Background: an optimization exercise with open tools, aiming at small area and a short achievable clock period. Do not read the settings as production practice. In this exercise RTL edits were held to simulation tests only and were not proved equivalent to the original. Power is estimated from default activity; no workload was simulated.

### constraint.sdc
create_clock -name core_clock -period 20.0 [get_ports {clk}]
set_input_delay 4.0000 -clock core_clock [delete_from_list [all_inputs] [get_ports {clk}]]
set_output_delay 4.0000 -clock core_clock [all_outputs]
set_load 0.01 [all_outputs]
### config.mk
export PLATFORM = sky130hd
export DESIGN_NAME = riscv_cpu
export DESIGN_NICKNAME = riscv_cpu
export VERILOG_FILES = /design/flow/design.v
export SDC_FILE = /design/flow/constraint.sdc
export NUM_CORES = 4
export LEC_CHECK = 0
export CAP_MARGIN = 20
export CORE_MARGIN = 2
export CORE_UTILIZATION = 40
export SLEW_MARGIN = 20
### design.v
`timescale 1ns/1ps
module alu #(
    parameter XLEN = 32
)(
    input  logic [XLEN-1:0] a,
    input  logic [XLEN-1:0] b,
    input  logic [3:0]      alu_op,
    output logic [XLEN-1:0] result,
    output logic            zero,
    output logic            lt,
    output logic            ltu
);
    localparam ALU_ADD  = 4'b0000;
    localparam ALU_SUB  = 4'b0001;
    localparam ALU_SLL  = 4'b0010;
    localparam ALU_SLT  = 4'b0011;
    localparam ALU_SLTU = 4'b0100;
    localparam ALU_XOR  = 4'b0101;
    localparam ALU_SRL  = 4'b0110;
    localparam ALU_SRA  = 4'b0111;
    localparam ALU_OR   = 4'b1000;
    localparam ALU_AND  = 4'b1001;
    logic [XLEN-1:0] add_sub_result;
    logic [XLEN-1:0] slt_result;
    logic [XLEN-1:0] sltu_result;
    logic [4:0]      shamt;
    assign shamt = b[4:0];
    assign add_sub_result = (alu_op == ALU_SUB) ? (a - b) : (a + b);
    assign lt = ($signed(a) < $signed(b));
    assign slt_result = {{(XLEN-1){1'b0}}, lt};
    assign ltu = (a < b);
    assign sltu_result = {{(XLEN-1){1'b0}}, ltu};
    always_comb begin
        case (alu_op)
            ALU_ADD:  result = add_sub_result;
            ALU_SUB:  result = add_sub_result;
            ALU_SLL:  result = a << shamt;
            ALU_SLT:  result = slt_result;
            ALU_SLTU: result = sltu_result;
            ALU_XOR:  result = a ^ b;
            ALU_SRL:  result = a >> shamt;
            ALU_SRA:  result = $signed(a) >>> shamt;
            ALU_OR:   result = a | b;
            ALU_AND:  result = a & b;
            default:  result = '0;
        endcase
    end
    assign zero = (result == '0);
endmodule
`timescale 1ns/1ps
module regfile #(
    parameter XLEN = 32
)(
    input  logic             clk,
    input  logic             rst,
    input  logic             we,
    input  logic [4:0]       waddr,
    input  logic [XLEN-1:0]  wdata,
    input  logic [4:0]       raddr1,
    output logic [XLEN-1:0]  rdata1,
    input  logic [4:0]       raddr2,
    output logic [XLEN-1:0]  rdata2
);
    logic [XLEN-1:0] rf [31:0];
    always_ff @(posedge clk) begin
        if (rst) begin
            for (int i = 0; i < 32; i++) begin
                rf[i] <= '0;
            end
        end else if (we && (waddr != 5'd0)) begin
            rf[waddr] <= wdata;
        end
    end
    assign rdata1 = (raddr1 == 5'd0) ? '0 : rf[raddr1];
    assign rdata2 = (raddr2 == 5'd0) ? '0 : rf[raddr2];
endmodule
`timescale 1ns/1ps
module if_stage #(
    parameter XLEN = 32
)(
    input  logic             clk,
    input  logic             rst,
    input  logic             stall,
    input  logic             flush,
    input  logic             branch_taken,
    input  logic [XLEN-1:0]  branch_target,
    output logic [XLEN-1:0]  imem_addr,
    output logic             imem_req,
    input  logic [XLEN-1:0]  imem_rdata,
    input  logic             imem_ready,
    output logic [XLEN-1:0]  pc_out,
    output logic [XLEN-1:0]  instr_out,
    output logic             valid_out
);
    logic [XLEN-1:0] pc_reg;
    logic [XLEN-1:0] pc_next;
    logic [XLEN-1:0] pc_plus4;
    assign pc_plus4 = pc_reg + 32'd4;
    always_comb begin
        if (branch_taken) begin
            pc_next = branch_target;
        end else if (!stall) begin
            pc_next = pc_plus4;
        end else begin
            pc_next = pc_reg;
        end
    end
    always_ff @(posedge clk) begin
        if (rst) begin
            pc_reg <= 32'h0000_0000;   
        end else if (!stall || branch_taken) begin
            pc_reg <= pc_next;
        end
    end
    assign imem_addr = pc_reg;
    assign imem_req = !rst && !stall;
    always_ff @(posedge clk) begin
        if (rst || flush) begin
            pc_out <= '0;
            instr_out <= 32'h0000_0013;   
            valid_out <= 1'b0;
        end else if (!stall) begin
            pc_out <= pc_reg;
            instr_out <= imem_ready ? imem_rdata : 32'h0000_0013;
            valid_out <= imem_ready;
        end
    end
endmodule
`timescale 1ns/1ps
module id_stage #(
    parameter XLEN = 32
)(
    input  logic             clk,
    input  logic             rst,
    input  logic             stall,
    input  logic             flush,
    input  logic [XLEN-1:0]  pc_in,
    input  logic [XLEN-1:0]  instr_in,
    input  logic             valid_in,
    output logic [4:0]       rf_raddr1,
    output logic [4:0]       rf_raddr2,
    input  logic [XLEN-1:0]  rf_rdata1,
    input  logic [XLEN-1:0]  rf_rdata2,
    output logic [XLEN-1:0]  pc_out,
    output logic [XLEN-1:0]  rs1_data_out,
    output logic [XLEN-1:0]  rs2_data_out,
    output logic [XLEN-1:0]  imm_out,
    output logic [4:0]       rd_out,
    output logic [4:0]       rs1_out,
    output logic [4:0]       rs2_out,
    output logic [2:0]       funct3_out,
    output logic [6:0]       funct7_out,
    output logic             valid_out,
    output logic [3:0]       alu_op_out,
    output logic             alu_src1_sel_out,   
    output logic             alu_src2_sel_out,   
    output logic             mem_read_out,
    output logic             mem_write_out,
    output logic             reg_write_out,
    output logic [1:0]       wb_sel_out,         
    output logic             branch_out,
    output logic             jal_out,
    output logic             jalr_out,
    output logic             mul_start_out,
    output logic             div_start_out
);
    logic [6:0]  opcode;
    logic [4:0]  rd;
    logic [2:0]  funct3;
    logic [4:0]  rs1;
    logic [4:0]  rs2;
    logic [6:0]  funct7;
    assign opcode = instr_in[6:0];
    assign rd     = instr_in[11:7];
    assign funct3 = instr_in[14:12];
    assign rs1    = instr_in[19:15];
    assign rs2    = instr_in[24:20];
    assign funct7 = instr_in[31:25];
    logic [XLEN-1:0] imm_i, imm_s, imm_b, imm_u, imm_j;
    logic [XLEN-1:0] imm;
    always_comb begin
        imm_i = {{20{instr_in[31]}}, instr_in[31:20]};
        imm_s = {{20{instr_in[31]}}, instr_in[31:25], instr_in[11:7]};
        imm_b = {{19{instr_in[31]}}, instr_in[31], instr_in[7], instr_in[30:25], instr_in[11:8], 1'b0};
        imm_u = {instr_in[31:12], 12'b0};
        imm_j = {{11{instr_in[31]}}, instr_in[31], instr_in[19:12], instr_in[20], instr_in[30:21], 1'b0};
        case (opcode)
            7'b0010011: imm = imm_i;   
            7'b0000011: imm = imm_i;   
            7'b0100011: imm = imm_s;   
            7'b1100011: imm = imm_b;   
            7'b0110111: imm = imm_u;   
            7'b0010111: imm = imm_u;   
            7'b1101111: imm = imm_j;   
            7'b1100111: imm = imm_i;   
            default:    imm = '0;
        endcase
    end
    logic [3:0]  alu_op;
    logic        alu_src1_sel;
    logic        alu_src2_sel;
    logic        mem_read;
    logic        mem_write;
    logic        reg_write;
    logic [1:0]  wb_sel;
    logic        branch;
    logic        jal;
    logic        jalr;
    logic        mul_start;
    logic        div_start;
    always_comb begin
        alu_op = 4'b0000;
        alu_src1_sel = 1'b0;
        alu_src2_sel = 1'b0;
        mem_read = 1'b0;
        mem_write = 1'b0;
        reg_write = 1'b0;
        wb_sel = 2'b00;
        branch = 1'b0;
        jal = 1'b0;
        jalr = 1'b0;
        mul_start = 1'b0;
        div_start = 1'b0;
        case (opcode)
            7'b0110011: begin   
                reg_write = 1'b1;
                wb_sel = 2'b00;   
                if (funct7 == 7'b0000001) begin
                    case (funct3)
                        3'b000, 3'b001, 3'b010, 3'b011: mul_start = 1'b1;
                        3'b100, 3'b101, 3'b110, 3'b111: div_start = 1'b1;
                    endcase
                end else begin
                    case (funct3)
                        3'b000: alu_op = (funct7[5]) ? 4'b0001 : 4'b0000;   
                        3'b001: alu_op = 4'b0010;   
                        3'b010: alu_op = 4'b0011;   
                        3'b011: alu_op = 4'b0100;   
                        3'b100: alu_op = 4'b0101;   
                        3'b101: alu_op = (funct7[5]) ? 4'b0111 : 4'b0110;   
                        3'b110: alu_op = 4'b1000;   
                        3'b111: alu_op = 4'b1001;   
                    endcase
                end
            end
            7'b0010011: begin   
                reg_write = 1'b1;
                alu_src2_sel = 1'b1;   
                wb_sel = 2'b00;   
                case (funct3)
                    3'b000: alu_op = 4'b0000;   
                    3'b001: alu_op = 4'b0010;   
                    3'b010: alu_op = 4'b0011;   
                    3'b011: alu_op = 4'b0100;   
                    3'b100: alu_op = 4'b0101;   
                    3'b101: alu_op = (funct7[5]) ? 4'b0111 : 4'b0110;   
                    3'b110: alu_op = 4'b1000;   
                    3'b111: alu_op = 4'b1001;   
                endcase
            end
            7'b0000011: begin   
                reg_write = 1'b1;
                alu_op = 4'b0000;   
                alu_src2_sel = 1'b1;   
                mem_read = 1'b1;
                wb_sel = 2'b01;   
            end
            7'b0100011: begin   
                alu_op = 4'b0000;   
                alu_src2_sel = 1'b1;   
                mem_write = 1'b1;
            end
            7'b1100011: begin   
                alu_op = 4'b0001;   
                branch = 1'b1;
            end
            7'b1101111: begin   
                reg_write = 1'b1;
                wb_sel = 2'b10;   
                jal = 1'b1;
            end
            7'b1100111: begin   
                reg_write = 1'b1;
                alu_op = 4'b0000;   
                alu_src2_sel = 1'b1;   
                wb_sel = 2'b10;   
                jalr = 1'b1;
            end
            7'b0110111: begin   
                reg_write = 1'b1;
                alu_op = 4'b0000;   
                alu_src1_sel = 1'b1;   
                alu_src2_sel = 1'b1;   
                wb_sel = 2'b00;   
            end
            7'b0010111: begin   
                reg_write = 1'b1;
                alu_op = 4'b0000;   
                alu_src1_sel = 1'b1;   
                alu_src2_sel = 1'b1;   
                wb_sel = 2'b00;   
            end
        endcase
    end
    assign rf_raddr1 = rs1;
    assign rf_raddr2 = rs2;
    always_ff @(posedge clk) begin
        if (rst || flush) begin
            pc_out <= '0;
            rs1_data_out <= '0;
            rs2_data_out <= '0;
            imm_out <= '0;
            rd_out <= '0;
            rs1_out <= '0;
            rs2_out <= '0;
            funct3_out <= '0;
            funct7_out <= '0;
            valid_out <= 1'b0;
            alu_op_out <= '0;
            alu_src1_sel_out <= 1'b0;
            alu_src2_sel_out <= 1'b0;
            mem_read_out <= 1'b0;
            mem_write_out <= 1'b0;
            reg_write_out <= 1'b0;
            wb_sel_out <= 2'b00;
            branch_out <= 1'b0;
            jal_out <= 1'b0;
            jalr_out <= 1'b0;
            mul_start_out <= 1'b0;
            div_start_out <= 1'b0;
        end else if (!stall) begin
            pc_out <= pc_in;
            rs1_data_out <= rf_rdata1;
            rs2_data_out <= rf_rdata2;
            imm_out <= imm;
            rd_out <= rd;
            rs1_out <= rs1;
            rs2_out <= rs2;
            funct3_out <= funct3;
            funct7_out <= funct7;
            valid_out <= valid_in;
            alu_op_out <= alu_op;
            alu_src1_sel_out <= alu_src1_sel;
            alu_src2_sel_out <= alu_src2_sel;
            mem_read_out <= mem_read;
            mem_write_out <= mem_write;
            reg_write_out <= reg_write;
            wb_sel_out <= wb_sel;
            branch_out <= branch;
            jal_out <= jal;
            jalr_out <= jalr;
            mul_start_out <= mul_start;
            div_start_out <= div_start;
        end
    end
endmodule
`timescale 1ns/1ps
module hazard_unit (
    input  logic       id_rs1_valid,
    input  logic       id_rs2_valid,
    input  logic [4:0] id_rs1,
    input  logic [4:0] id_rs2,
    input  logic       ex_rd_valid,
    input  logic [4:0] ex_rd,
    input  logic       ex_mem_read,
    input  logic       mem_rd_valid,
    input  logic [4:0] mem_rd,
    input  logic       wb_rd_valid,
    input  logic [4:0] wb_rd,
    input  logic       muldiv_busy,
    output logic       stall_if,
    output logic       stall_id,
    output logic       stall_ex,
    output logic       flush_id,
    output logic       flush_ex,
    output logic [1:0] fwd_rs1_sel,   
    output logic [1:0] fwd_rs2_sel
);
    logic load_use_hazard;
    always_comb begin
        load_use_hazard = 1'b0;
        if (ex_mem_read && ex_rd_valid && (ex_rd != 5'd0)) begin
            if ((id_rs1_valid && (id_rs1 == ex_rd)) ||
                (id_rs2_valid && (id_rs2 == ex_rd))) begin
                load_use_hazard = 1'b1;
            end
        end
    end
    always_comb begin
        fwd_rs1_sel = 2'b00;   
        if (id_rs1_valid && (id_rs1 != 5'd0)) begin
            if (ex_rd_valid && (ex_rd == id_rs1) && !ex_mem_read) begin
                fwd_rs1_sel = 2'b01;   
            end else if (mem_rd_valid && (mem_rd == id_rs1)) begin
                fwd_rs1_sel = 2'b10;   
            end
        end
    end
    always_comb begin
        fwd_rs2_sel = 2'b00;   
        if (id_rs2_valid && (id_rs2 != 5'd0)) begin
            if (ex_rd_valid && (ex_rd == id_rs2) && !ex_mem_read) begin
                fwd_rs2_sel = 2'b01;   
            end else if (mem_rd_valid && (mem_rd == id_rs2)) begin
                fwd_rs2_sel = 2'b10;   
            end
        end
    end
    assign stall_if = load_use_hazard || muldiv_busy;
    assign stall_id = load_use_hazard || muldiv_busy;
    assign stall_ex = muldiv_busy;
    assign flush_id = 1'b0;   
    assign flush_ex = 1'b0;   
endmodule
`timescale 1ns/1ps
module muldiv #(
    parameter XLEN = 32
)(
    input  logic             clk,
    input  logic             rst,
    input  logic             start,
    input  logic [2:0]       op,      
    input  logic [XLEN-1:0]  a,
    input  logic [XLEN-1:0]  b,
    output logic [XLEN-1:0]  result,
    output logic             busy,
    output logic             valid
);
    localparam OP_MUL    = 3'b000;
    localparam OP_MULH   = 3'b001;
    localparam OP_MULHSU = 3'b010;
    localparam OP_MULHU  = 3'b011;
    localparam OP_DIV    = 3'b100;
    localparam OP_DIVU   = 3'b101;
    localparam OP_REM    = 3'b110;
    localparam OP_REMU   = 3'b111;
    logic [63:0] mul_result;
    logic [31:0] div_quotient;
    logic [31:0] div_remainder;
    logic [5:0]  div_counter;
    logic        div_busy;
    logic        is_mul_op;
    logic        is_div_op;
    assign is_mul_op = (op[2] == 1'b0);
    assign is_div_op = (op[2] == 1'b1);
    always_comb begin
        case (op[1:0])
            2'b00: mul_result = $signed(a) * $signed(b);            
            2'b01: mul_result = $signed(a) * $signed(b);            
            2'b10: mul_result = $signed(a) * $unsigned(b);          
            2'b11: mul_result = $unsigned(a) * $unsigned(b);        
        endcase
    end
    logic [31:0] dividend_reg;
    logic [31:0] divisor_reg;
    logic [31:0] quotient_reg;
    logic [31:0] remainder_reg;
    logic        div_sign;
    logic        div_unsigned;
    always_ff @(posedge clk) begin
        if (rst) begin
            div_busy <= 1'b0;
            div_counter <= '0;
            dividend_reg <= '0;
            divisor_reg <= '0;
            quotient_reg <= '0;
            remainder_reg <= '0;
            div_sign <= 1'b0;
            div_unsigned <= 1'b0;
        end else begin
            if (start && is_div_op && !div_busy) begin
                div_busy <= 1'b1;
                div_counter <= 6'd32;
                div_unsigned <= op[0];
                if (!op[0] && ((op == OP_DIV) || (op == OP_REM))) begin
                    div_sign <= a[31] ^ b[31];
                    dividend_reg <= a[31] ? -a : a;
                    divisor_reg <= b[31] ? -b : b;
                end else begin
                    div_sign <= 1'b0;
                    dividend_reg <= a;
                    divisor_reg <= b;
                end
                quotient_reg <= '0;
                remainder_reg <= '0;
            end else if (div_busy) begin
                if (div_counter > 0) begin
                    remainder_reg <= {remainder_reg[30:0], dividend_reg[31]};
                    dividend_reg <= {dividend_reg[30:0], 1'b0};
                    if (remainder_reg >= divisor_reg) begin
                        remainder_reg <= remainder_reg - divisor_reg;
                        quotient_reg <= {quotient_reg[30:0], 1'b1};
                    end else begin
                        quotient_reg <= {quotient_reg[30:0], 1'b0};
                    end
                    div_counter <= div_counter - 1;
                end else begin
                    div_busy <= 1'b0;
                end
            end
        end
    end
    always_comb begin
        if (is_mul_op) begin
            if (op == OP_MUL) begin
                result = mul_result[31:0];
            end else begin
                result = mul_result[63:32];
            end
        end else begin
            if ((op == OP_DIV) || (op == OP_DIVU)) begin
                result = (div_sign && !div_unsigned) ? -quotient_reg : quotient_reg;
            end else begin
                result = (a[31] && !div_unsigned) ? -remainder_reg : remainder_reg;
            end
        end
    end
    assign busy = div_busy;
    assign valid = is_mul_op ? start : (div_busy && (div_counter == 0));
endmodule
`timescale 1ns/1ps
module ex_stage #(
    parameter XLEN = 32
)(
    input  logic             clk,
    input  logic             rst,
    input  logic             stall,
    input  logic             flush,
    input  logic [XLEN-1:0]  pc_in,
    input  logic [XLEN-1:0]  rs1_data_in,
    input  logic [XLEN-1:0]  rs2_data_in,
    input  logic [XLEN-1:0]  imm_in,
    input  logic [4:0]       rd_in,
    input  logic [4:0]       rs1_in,
    input  logic [4:0]       rs2_in,
    input  logic [2:0]       funct3_in,
    input  logic [6:0]       funct7_in,
    input  logic             valid_in,
    input  logic [3:0]       alu_op_in,
    input  logic             alu_src1_sel_in,
    input  logic             alu_src2_sel_in,
    input  logic             mem_read_in,
    input  logic             mem_write_in,
    input  logic             reg_write_in,
    input  logic [1:0]       wb_sel_in,
    input  logic             branch_in,
    input  logic             jal_in,
    input  logic             jalr_in,
    input  logic             mul_start_in,
    input  logic             div_start_in,
    input  logic [1:0]       fwd_rs1_sel,   
    input  logic [1:0]       fwd_rs2_sel,
    input  logic [XLEN-1:0]  fwd_ex_data,
    input  logic [XLEN-1:0]  fwd_mem_data,
    output logic             branch_taken,
    output logic [XLEN-1:0]  branch_target,
    output logic [XLEN-1:0]  alu_result_out,
    output logic [XLEN-1:0]  rs2_data_out,
    output logic [4:0]       rd_out,
    output logic [2:0]       funct3_out,
    output logic             valid_out,
    output logic             mem_read_out,
    output logic             mem_write_out,
    output logic             reg_write_out,
    output logic [1:0]       wb_sel_out,
    output logic             muldiv_busy
);
    logic [XLEN-1:0] alu_src1, alu_src2;
    logic [XLEN-1:0] alu_result;
    logic             alu_zero, alu_lt, alu_ltu;
    logic [XLEN-1:0] pc_plus4;
    logic [XLEN-1:0] forwarded_rs1, forwarded_rs2;
    always_comb begin
        case (fwd_rs1_sel)
            2'b00: forwarded_rs1 = rs1_data_in;
            2'b01: forwarded_rs1 = fwd_ex_data;
            2'b10: forwarded_rs1 = fwd_mem_data;
            default: forwarded_rs1 = rs1_data_in;
        endcase
        case (fwd_rs2_sel)
            2'b00: forwarded_rs2 = rs2_data_in;
            2'b01: forwarded_rs2 = fwd_ex_data;
            2'b10: forwarded_rs2 = fwd_mem_data;
            default: forwarded_rs2 = rs2_data_in;
        endcase
    end
    assign pc_plus4 = pc_in + 32'd4;
    always_comb begin
        if (alu_src1_sel_in) begin
            alu_src1 = pc_in;
        end else begin
            alu_src1 = forwarded_rs1;
        end
        if (alu_src2_sel_in) begin
            alu_src2 = imm_in;
        end else begin
            alu_src2 = forwarded_rs2;
        end
    end
    alu #(.XLEN(XLEN)) u_alu (
        .a(alu_src1),
        .b(alu_src2),
        .alu_op(alu_op_in),
        .result(alu_result),
        .zero(alu_zero),
        .lt(alu_lt),
        .ltu(alu_ltu)
    );
    logic [XLEN-1:0] muldiv_result;
    logic             muldiv_valid;
    logic [2:0]       muldiv_op;
    assign muldiv_op = funct3_in;
    muldiv #(.XLEN(XLEN)) u_muldiv (
        .clk(clk),
        .rst(rst),
        .start(mul_start_in || div_start_in),
        .op(muldiv_op),
        .a(forwarded_rs1),
        .b(forwarded_rs2),
        .result(muldiv_result),
        .busy(muldiv_busy),
        .valid(muldiv_valid)
    );
    logic branch_condition;
    always_comb begin
        branch_condition = 1'b0;
        if (branch_in) begin
            case (funct3_in)
                3'b000: branch_condition = alu_zero;         
                3'b001: branch_condition = !alu_zero;        
                3'b100: branch_condition = alu_lt;           
                3'b101: branch_condition = !alu_lt;          
                3'b110: branch_condition = alu_ltu;          
                3'b111: branch_condition = !alu_ltu;         
                default: branch_condition = 1'b0;
            endcase
        end
    end
    always_comb begin
        branch_taken = 1'b0;
        branch_target = '0;
        if (jal_in) begin
            branch_taken = 1'b1;
            branch_target = pc_in + imm_in;
        end else if (jalr_in) begin
            branch_taken = 1'b1;
            branch_target = (forwarded_rs1 + imm_in) & ~32'h1;   
        end else if (branch_in && branch_condition) begin
            branch_taken = 1'b1;
            branch_target = pc_in + imm_in;
        end
    end
    logic [XLEN-1:0] ex_result;
    always_comb begin
        if (mul_start_in || div_start_in) begin
            ex_result = muldiv_result;
        end else if (wb_sel_in == 2'b10) begin
            ex_result = pc_plus4;   
        end else begin
            ex_result = alu_result;
        end
    end
    always_ff @(posedge clk) begin
        if (rst || flush) begin
            alu_result_out <= '0;
            rs2_data_out <= '0;
            rd_out <= '0;
            funct3_out <= '0;
            valid_out <= 1'b0;
            mem_read_out <= 1'b0;
            mem_write_out <= 1'b0;
            reg_write_out <= 1'b0;
            wb_sel_out <= 2'b00;
        end else if (!stall) begin
            alu_result_out <= ex_result;
            rs2_data_out <= forwarded_rs2;
            rd_out <= rd_in;
            funct3_out <= funct3_in;
            valid_out <= valid_in && !branch_taken;   
            mem_read_out <= mem_read_in;
            mem_write_out <= mem_write_in;
            reg_write_out <= reg_write_in;
            wb_sel_out <= wb_sel_in;
        end
    end
endmodule
`timescale 1ns/1ps
module mem_stage #(
    parameter XLEN = 32
)(
    input  logic             clk,
    input  logic             rst,
    input  logic             stall,
    input  logic             flush,
    input  logic [XLEN-1:0]  alu_result_in,
    input  logic [XLEN-1:0]  rs2_data_in,
    input  logic [4:0]       rd_in,
    input  logic [2:0]       funct3_in,
    input  logic             valid_in,
    input  logic             mem_read_in,
    input  logic             mem_write_in,
    input  logic             reg_write_in,
    input  logic [1:0]       wb_sel_in,
    output logic [XLEN-1:0]  dmem_addr,
    output logic [XLEN-1:0]  dmem_wdata,
    output logic [3:0]       dmem_we,
    output logic             dmem_req,
    input  logic [XLEN-1:0]  dmem_rdata,
    input  logic             dmem_ready,
    output logic [XLEN-1:0]  alu_result_out,
    output logic [XLEN-1:0]  mem_data_out,
    output logic [4:0]       rd_out,
    output logic             valid_out,
    output logic             reg_write_out,
    output logic [1:0]       wb_sel_out
);
    assign dmem_addr = alu_result_in;
    assign dmem_req = (mem_read_in || mem_write_in) && valid_in && !stall;
    always_comb begin
        dmem_wdata = '0;
        dmem_we = 4'b0000;
        if (mem_write_in) begin
            case (funct3_in)
                3'b000: begin   
                    case (alu_result_in[1:0])
                        2'b00: begin
                            dmem_wdata = {24'h0, rs2_data_in[7:0]};
                            dmem_we = 4'b0001;
                        end
                        2'b01: begin
                            dmem_wdata = {16'h0, rs2_data_in[7:0], 8'h0};
                            dmem_we = 4'b0010;
                        end
                        2'b10: begin
                            dmem_wdata = {8'h0, rs2_data_in[7:0], 16'h0};
                            dmem_we = 4'b0100;
                        end
                        2'b11: begin
                            dmem_wdata = {rs2_data_in[7:0], 24'h0};
                            dmem_we = 4'b1000;
                        end
                    endcase
                end
                3'b001: begin   
                    case (alu_result_in[1])
                        1'b0: begin
                            dmem_wdata = {16'h0, rs2_data_in[15:0]};
                            dmem_we = 4'b0011;
                        end
                        1'b1: begin
                            dmem_wdata = {rs2_data_in[15:0], 16'h0};
                            dmem_we = 4'b1100;
                        end
                    endcase
                end
                3'b010: begin   
                    dmem_wdata = rs2_data_in;
                    dmem_we = 4'b1111;
                end
                default: begin
                    dmem_wdata = rs2_data_in;
                    dmem_we = 4'b0000;
                end
            endcase
        end
    end
    logic [XLEN-1:0] aligned_mem_data;
    always_comb begin
        aligned_mem_data = '0;
        if (mem_read_in) begin
            case (funct3_in)
                3'b000: begin   
                    case (alu_result_in[1:0])
                        2'b00: aligned_mem_data = {{24{dmem_rdata[7]}}, dmem_rdata[7:0]};
                        2'b01: aligned_mem_data = {{24{dmem_rdata[15]}}, dmem_rdata[15:8]};
                        2'b10: aligned_mem_data = {{24{dmem_rdata[23]}}, dmem_rdata[23:16]};
                        2'b11: aligned_mem_data = {{24{dmem_rdata[31]}}, dmem_rdata[31:24]};
                    endcase
                end
                3'b001: begin   
                    case (alu_result_in[1])
                        1'b0: aligned_mem_data = {{16{dmem_rdata[15]}}, dmem_rdata[15:0]};
                        1'b1: aligned_mem_data = {{16{dmem_rdata[31]}}, dmem_rdata[31:16]};
                    endcase
                end
                3'b010: begin   
                    aligned_mem_data = dmem_rdata;
                end
                3'b100: begin   
                    case (alu_result_in[1:0])
                        2'b00: aligned_mem_data = {24'h0, dmem_rdata[7:0]};
                        2'b01: aligned_mem_data = {24'h0, dmem_rdata[15:8]};
                        2'b10: aligned_mem_data = {24'h0, dmem_rdata[23:16]};
                        2'b11: aligned_mem_data = {24'h0, dmem_rdata[31:24]};
                    endcase
                end
                3'b101: begin   
                    case (alu_result_in[1])
                        1'b0: aligned_mem_data = {16'h0, dmem_rdata[15:0]};
                        1'b1: aligned_mem_data = {16'h0, dmem_rdata[31:16]};
                    endcase
                end
                default: aligned_mem_data = dmem_rdata;
            endcase
        end else begin
            aligned_mem_data = dmem_rdata;
        end
    end
    always_ff @(posedge clk) begin
        if (rst || flush) begin
            alu_result_out <= '0;
            mem_data_out <= '0;
            rd_out <= '0;
            valid_out <= 1'b0;
            reg_write_out <= 1'b0;
            wb_sel_out <= 2'b00;
        end else if (!stall) begin
            alu_result_out <= alu_result_in;
            mem_data_out <= aligned_mem_data;
            rd_out <= rd_in;
            valid_out <= valid_in;
            reg_write_out <= reg_write_in;
            wb_sel_out <= wb_sel_in;
        end
    end
endmodule
`timescale 1ns/1ps
module wb_stage #(
    parameter XLEN = 32
)(
    input  logic             clk,
    input  logic             rst,
    input  logic [XLEN-1:0]  alu_result_in,
    input  logic [XLEN-1:0]  mem_data_in,
    input  logic [4:0]       rd_in,
    input  logic             valid_in,
    input  logic             reg_write_in,
    input  logic [1:0]       wb_sel_in,
    output logic             rf_we,
    output logic [4:0]       rf_waddr,
    output logic [XLEN-1:0]  rf_wdata
);
    always_comb begin
        case (wb_sel_in)
            2'b00: rf_wdata = alu_result_in;   
            2'b01: rf_wdata = mem_data_in;     
            2'b10: rf_wdata = alu_result_in;   
            default: rf_wdata = alu_result_in;
        endcase
    end
    assign rf_we = reg_write_in && valid_in && (rd_in != 5'd0);
    assign rf_waddr = rd_in;
endmodule
`timescale 1ns/1ps
module riscv_cpu #(
    parameter XLEN = 32,
    parameter RESET_ADDR = 32'h0000_0000
)(
    input  logic             clk,
    input  logic             rst,
    output logic [XLEN-1:0]  imem_addr,
    output logic             imem_req,
    input  logic [XLEN-1:0]  imem_rdata,
    input  logic             imem_ready,
    output logic [XLEN-1:0]  dmem_addr,
    output logic [XLEN-1:0]  dmem_wdata,
    output logic [3:0]       dmem_we,
    output logic             dmem_req,
    input  logic [XLEN-1:0]  dmem_rdata,
    input  logic             dmem_ready,
    input  logic             timer_irq,
    input  logic             external_irq,
    output logic [XLEN-1:0]  debug_pc,
    output logic [XLEN-1:0]  debug_instr,
    output logic             debug_valid
);
    logic [XLEN-1:0] if_pc, if_instr;
    logic            if_valid;
    logic [XLEN-1:0] id_pc, id_rs1_data, id_rs2_data, id_imm;
    logic [4:0]      id_rd, id_rs1, id_rs2;
    logic [2:0]      id_funct3;
    logic [6:0]      id_funct7;
    logic            id_valid;
    logic [3:0]      id_alu_op;
    logic            id_alu_src1_sel, id_alu_src2_sel;
    logic            id_mem_read, id_mem_write, id_reg_write;
    logic [1:0]      id_wb_sel;
    logic            id_branch, id_jal, id_jalr;
    logic            id_mul_start, id_div_start;
    logic [XLEN-1:0] ex_alu_result, ex_rs2_data;
    logic [4:0]      ex_rd;
    logic [2:0]      ex_funct3;
    logic            ex_valid;
    logic            ex_mem_read, ex_mem_write, ex_reg_write;
    logic [1:0]      ex_wb_sel;
    logic [XLEN-1:0] mem_alu_result, mem_mem_data;
    logic [4:0]      mem_rd;
    logic            mem_valid;
    logic            mem_reg_write;
    logic [1:0]      mem_wb_sel;
    logic            rf_we;
    logic [4:0]      rf_waddr;
    logic [XLEN-1:0] rf_wdata;
    logic [4:0]      rf_raddr1, rf_raddr2;
    logic [XLEN-1:0] rf_rdata1, rf_rdata2;
    logic            stall_if, stall_id, stall_ex;
    logic            flush_id, flush_ex;
    logic [1:0]      fwd_rs1_sel, fwd_rs2_sel;
    logic            muldiv_busy;
    logic            branch_taken;
    logic [XLEN-1:0] branch_target;
    logic [XLEN-1:0] fwd_ex_data, fwd_mem_data;
    regfile #(.XLEN(XLEN)) u_regfile (
        .clk(clk),
        .rst(rst),
        .we(rf_we),
        .waddr(rf_waddr),
        .wdata(rf_wdata),
        .raddr1(rf_raddr1),
        .rdata1(rf_rdata1),
        .raddr2(rf_raddr2),
        .rdata2(rf_rdata2)
    );
    if_stage #(.XLEN(XLEN)) u_if_stage (
        .clk(clk),
        .rst(rst),
        .stall(stall_if),
        .flush(flush_id || branch_taken),
        .branch_taken(branch_taken),
        .branch_target(branch_target),
        .imem_addr(imem_addr),
        .imem_req(imem_req),
        .imem_rdata(imem_rdata),
        .imem_ready(imem_ready),
        .pc_out(if_pc),
        .instr_out(if_instr),
        .valid_out(if_valid)
    );
    id_stage #(.XLEN(XLEN)) u_id_stage (
        .clk(clk),
        .rst(rst),
        .stall(stall_id),
        .flush(flush_id || branch_taken),
        .pc_in(if_pc),
        .instr_in(if_instr),
        .valid_in(if_valid),
        .rf_raddr1(rf_raddr1),
        .rf_raddr2(rf_raddr2),
        .rf_rdata1(rf_rdata1),
        .rf_rdata2(rf_rdata2),
        .pc_out(id_pc),
        .rs1_data_out(id_rs1_data),
        .rs2_data_out(id_rs2_data),
        .imm_out(id_imm),
        .rd_out(id_rd),
        .rs1_out(id_rs1),
        .rs2_out(id_rs2),
        .funct3_out(id_funct3),
        .funct7_out(id_funct7),
        .valid_out(id_valid),
        .alu_op_out(id_alu_op),
        .alu_src1_sel_out(id_alu_src1_sel),
        .alu_src2_sel_out(id_alu_src2_sel),
        .mem_read_out(id_mem_read),
        .mem_write_out(id_mem_write),
        .reg_write_out(id_reg_write),
        .wb_sel_out(id_wb_sel),
        .branch_out(id_branch),
        .jal_out(id_jal),
        .jalr_out(id_jalr),
        .mul_start_out(id_mul_start),
        .div_start_out(id_div_start)
    );
    ex_stage #(.XLEN(XLEN)) u_ex_stage (
        .clk(clk),
        .rst(rst),
        .stall(stall_ex),
        .flush(flush_ex || branch_taken),
        .pc_in(id_pc),
        .rs1_data_in(id_rs1_data),
        .rs2_data_in(id_rs2_data),
        .imm_in(id_imm),
        .rd_in(id_rd),
        .rs1_in(id_rs1),
        .rs2_in(id_rs2),
        .funct3_in(id_funct3),
        .funct7_in(id_funct7),
        .valid_in(id_valid),
        .alu_op_in(id_alu_op),
        .alu_src1_sel_in(id_alu_src1_sel),
        .alu_src2_sel_in(id_alu_src2_sel),
        .mem_read_in(id_mem_read),
        .mem_write_in(id_mem_write),
        .reg_write_in(id_reg_write),
        .wb_sel_in(id_wb_sel),
        .branch_in(id_branch),
        .jal_in(id_jal),
        .jalr_in(id_jalr),
        .mul_start_in(id_mul_start),
        .div_start_in(id_div_start),
        .fwd_rs1_sel(fwd_rs1_sel),
        .fwd_rs2_sel(fwd_rs2_sel),
        .fwd_ex_data(ex_alu_result),
        .fwd_mem_data(mem_alu_result),
        .branch_taken(branch_taken),
        .branch_target(branch_target),
        .alu_result_out(ex_alu_result),
        .rs2_data_out(ex_rs2_data),
        .rd_out(ex_rd),
        .funct3_out(ex_funct3),
        .valid_out(ex_valid),
        .mem_read_out(ex_mem_read),
        .mem_write_out(ex_mem_write),
        .reg_write_out(ex_reg_write),
        .wb_sel_out(ex_wb_sel),
        .muldiv_busy(muldiv_busy)
    );
    mem_stage #(.XLEN(XLEN)) u_mem_stage (
        .clk(clk),
        .rst(rst),
        .stall(1'b0),   
        .flush(1'b0),
        .alu_result_in(ex_alu_result),
        .rs2_data_in(ex_rs2_data),
        .rd_in(ex_rd),
        .funct3_in(ex_funct3),
        .valid_in(ex_valid),
        .mem_read_in(ex_mem_read),
        .mem_write_in(ex_mem_write),
        .reg_write_in(ex_reg_write),
        .wb_sel_in(ex_wb_sel),
        .dmem_addr(dmem_addr),
        .dmem_wdata(dmem_wdata),
        .dmem_we(dmem_we),
        .dmem_req(dmem_req),
        .dmem_rdata(dmem_rdata),
        .dmem_ready(dmem_ready),
        .alu_result_out(mem_alu_result),
        .mem_data_out(mem_mem_data),
        .rd_out(mem_rd),
        .valid_out(mem_valid),
        .reg_write_out(mem_reg_write),
        .wb_sel_out(mem_wb_sel)
    );
    wb_stage #(.XLEN(XLEN)) u_wb_stage (
        .clk(clk),
        .rst(rst),
        .alu_result_in(mem_alu_result),
        .mem_data_in(mem_mem_data),
        .rd_in(mem_rd),
        .valid_in(mem_valid),
        .reg_write_in(mem_reg_write),
        .wb_sel_in(mem_wb_sel),
        .rf_we(rf_we),
        .rf_waddr(rf_waddr),
        .rf_wdata(rf_wdata)
    );
    hazard_unit u_hazard_unit (
        .id_rs1_valid(!id_alu_src1_sel),
        .id_rs2_valid(!id_alu_src2_sel && !id_mem_write),
        .id_rs1(id_rs1),
        .id_rs2(id_rs2),
        .ex_rd_valid(ex_reg_write),
        .ex_rd(ex_rd),
        .ex_mem_read(ex_mem_read),
        .mem_rd_valid(mem_reg_write),
        .mem_rd(mem_rd),
        .wb_rd_valid(rf_we),
        .wb_rd(rf_waddr),
        .muldiv_busy(muldiv_busy),
        .stall_if(stall_if),
        .stall_id(stall_id),
        .stall_ex(stall_ex),
        .flush_id(flush_id),
        .flush_ex(flush_ex),
        .fwd_rs1_sel(fwd_rs1_sel),
        .fwd_rs2_sel(fwd_rs2_sel)
    );
    assign debug_pc = if_pc;
    assign debug_instr = if_instr;
    assign debug_valid = if_valid;
endmodule
### run.sh
#!/bin/bash
# synth_recipe.tcl (not shown) runs the flow's synth.tcl, then flattens the netlist and writes it again
# the make line also repeats each setting of config.mk as NAME=value (left out here)
make -C /OpenROAD-flow-scripts/flow DESIGN_CONFIG=/design/flow/config.mk WORK_HOME=/design/flow/orfs CLKGATE_MAP_FILE= SYNTH_SCRIPT=/design/flow/synth_recipe.tcl finish
==> summary.txt <==
status: no timing/DRC/antenna violations
initial antenna violation count: 62
Critical Path Start: u_id_stage.alu_src1_sel_out$_SDFFE_PP0N_
most common cell after layout, fill and taps aside: nor2_1
total placed cells including tap cells: 18669
largest net degree at the start of global routing: 135
gr ovfl total: 0
met3 Resource Use GR: 0.0634
Worst-Margin Slew: 1.32 ns
Worst path most repeated cell: fa_1
Clock Sink Count: 1584
Final TNS setup: 0 ns
clk slew on worst S/H paths: 0.06 ns
root buf cell: clkbuf_16
drt first pass iters: 6
FF-to-FF path depth: 39
Crit-path slowest cell: a2111oi_0
Rel. slew slack: 0.0949
R2R setup slack: 5.19 ns
total CTS buffers: 177
FP Rows: 219
GR peak layer: met2
DRC viols: 0
RSZ-0062 raised after global routing: false
fin area: 158000 um^2
crit path capture: u_ex_stage.alu_result_out[26]$_SDFFE_PP0N_
max reg flops: 1024
area leader, netlist: edfxtp_1
total wire length: 579000 um
vias in the first global route: 112606
Mapped Cells: 14245
placed cell area: 151000 um^2
die footprint: 362000 um^2
first-pass GRT wire length: 825000 um
endpoints failing setup: 0
reg2reg start: u_id_stage.alu_src1_sel_out$_SDFFE_PP0N_
Critical Path RT: 20.70 ns
crit path DAT: 15.52 ns
Critical Path End Type: flop
worst-case vdd ir drop: 0.0745 mV
CTS tree: done
EDFF count, synth: 1024
Area Overhead vs Synth: 10.6%
GPL Wtd Cong: 1.03
Final Cycle Share: 0.741
Pwr Density: 69.2 nW/um^2
area of the core: 355000 um^2
worst skew pair latency: 0.89 ns
Avg WL per Cell: 30.3 um
Worst setup SP type: flop
Area contributors post-synth: edfxtp_1 22%, fa_1 21%, mux4_2 10%, dfxtp_1 7.9%, nor2_1 5.7%
min Tclk post-route: 14.81 ns
Setup Skew: 0.0915 ns
Netlist cell types: 106
H-Tree Depth: 4
fin cells: 19069
largest register by flop count: u_regfile.rf
met1 Usage GRT: 0.401
max incr delay on CP: 0.84 ns
top_reg_cell synth: edfxtp_1
Starting Density: 0.402
M2 GR Usage: 0.498
Vert. Die Dim: 601 um
DR iter-0 viols: 13608
register bit total from synthesis: 1584
Max-cap violations: 0
vias: 113656
Crit Reg-Reg Endpoint: u_ex_stage.alu_result_out[26]$_SDFFE_PP0N_
Seq/Total Area, Yosys: 0.294
Final Hold Viols: 0
Max Clock Freq: 0.0675 GHz
Hold Crit Class: reg -> reg
asr flop ratio synth: 0
layout cell share with drive strength beyond 1: 0.120
# IOs: 237
CTS max path bufs: 4
Mapped Area: 143000 um^2
Setup CP Type: reg -> reg
crit path max fanout: 41
# hold bufs at CTS: 0
Final ANT Viol Nets: 0
Final Slew Violations: 0
post-CTS setup buffer count: 0
yosys warns: 9
Via density: 5.96
Post-Syn Area per Cell: 10.0 um^2
IO buf count: 233
most frequent cells in the layout: 2167 x nor2_1, 1727 x inv_1, 1477 x fa_1
post-DP HPWL: 422000 um
Leak: 61.7 nW
Layout Nets: 16253
PostCTS Resize Cnt: 0
chip width: 601 um
gr usage total: 0.316
Min Hold Slack: 0.453 ns
post-synth top area share: 0.215
-- worst max-delay path, delay by kind of cell (launching register included) --
kind | cells | cell delay [ns]
compound gates | 11 | 4.23
xor+xnor | 1 | 0.18
fa+ha+maj | 10 | 5.30
buf+inv | 10 | 2.48
flops | 1 | 0.51
simple gates | 7 | 1.88
-- metrics by stage --
stage | setup slack (ns) | power [mW] | utilization
floorplan | 7.49 | 5.95 | -
global placement | 5.40 | 7.48 | 0.426
detailed placement | 5.40 | 7.49 | 0.426
CTS | 5.36 | 10.9 | 0.442
global route | 4.82 | 11.3 | 0.444
finish | 5.19 | 10.9 | 0.444
-- cell usage after synthesis, drive strengths merged (67+ instances only) --
cell type	n
dfxtp	560
fa	1477
a21oi	630
nand2b	127
o21ai	401
nor2	2174
a22oi	149
a211oi	141
xor2	120
nor3	183
mux2i	170
xnor2	242
nor2b	90
a21o	97
mux4	647
inv	1739
nand2	1399
clkbuf	774
nand3	157
ha	590
edfxtp	1024
buf	193
mux2	101
o21a	67
-- final cells by class --
cell class                 instances  area [um^2]
antenna                           66          165
clock buffer                     228         4850
clock inverter                    87          907
fill                           33838       197000
inverter                        1757         6600
multi-input combinational       9967        91600
sequential                      1584        42000
tap                             4751         5940
timing repair buffer             629         5850
-- power by group --
group / internal [mW] / switching [mW] / total, mW
logic: 1.30 / 2.53 / 3.83
clock network: 1.93 / 1.45 / 3.37
registers: 3.59 / 0.132 / 3.72
-- worst min-delay path by stage --
stage	slack (ns)	from	depth (start not counted)	to
floorplan	0.43	flop	2	u_id_stage.div_start_out$_SDFFE_PP0N_
global placement	0.44	u_id_stage.rd_out[1]$_SDFFE_PP0N_	2	u_id_stage.rd_out[1]$_SDFFE_PP0N_
detailed placement	0.45	u_id_stage.rd_out[3]$_SDFFE_PP0N_	2	u_id_stage.rd_out[3]$_SDFFE_PP0N_
CTS	0.46	u_id_stage.pc_out[17]$_SDFFE_PP0N_	2	u_id_stage.pc_out[17]$_SDFFE_PP0N_
global route	0.46	u_ex_stage.wb_sel_out[0]$_SDFFE_PP0N_	1	u_mem_stage.wb_sel_out[0]$_SDFF_PP0_
finish	0.45	u_id_stage.rd_out[3]$_SDFFE_PP0N_	2	u_id_stage.rd_out[3]$_SDFFE_PP0N_
-- logic make-up after synthesis --
family	Yosys count	synth area share
buffers and inverters	2725	0.0729
multiplexers	918	0.122
adder cells (fa/ha/maj)	2067	0.259
other	1	0.0000263
AND/OR/NAND/NOR	4459	0.131
flip-flops	1584	0.294
XOR/XNOR	362	0.0222
AO/OA/AOI/OAI	2129	0.0988
-- routing by layer --
layer | vias to the layer above | share of wire
li1 | 48139 | -
met1 | 58198 | 0.38
met2 | 5895 | 0.46
met3 | 1392 | 0.093
met4 | 32 | 0.074
met5 | - | 0.00038

## port drivers added, routing unchanged
No port has a modelled driver above. Below, the same layout with a new extraction and two added sets of constraints.
Step 1 assumes that a clkbuf_16 drives the clock port and a buf_2 every other input.
Step 2, shift: input delay + t, output delay - t, t = (earliest + latest rising clock arrival at the registers) / 2. This alone moves slack from input paths to output paths.
Slacks: ideal / step 1 / step 2; pairs: ideal / step 1.
t, ns: 0.942
slack for setup (ns): 5.186 / 5.186 / 5.186
worst hold slack (ns): 0.453 / 0.453 / 0.453
latest minus earliest clock arrival (ns): 0.096 / 0.096
worst data-port slew with drivers (ns): 0.09
After both steps this run still meets setup and hold. The setup slack of this run moves by 0.000 ns with the drivers and by 0.000 ns with both steps.
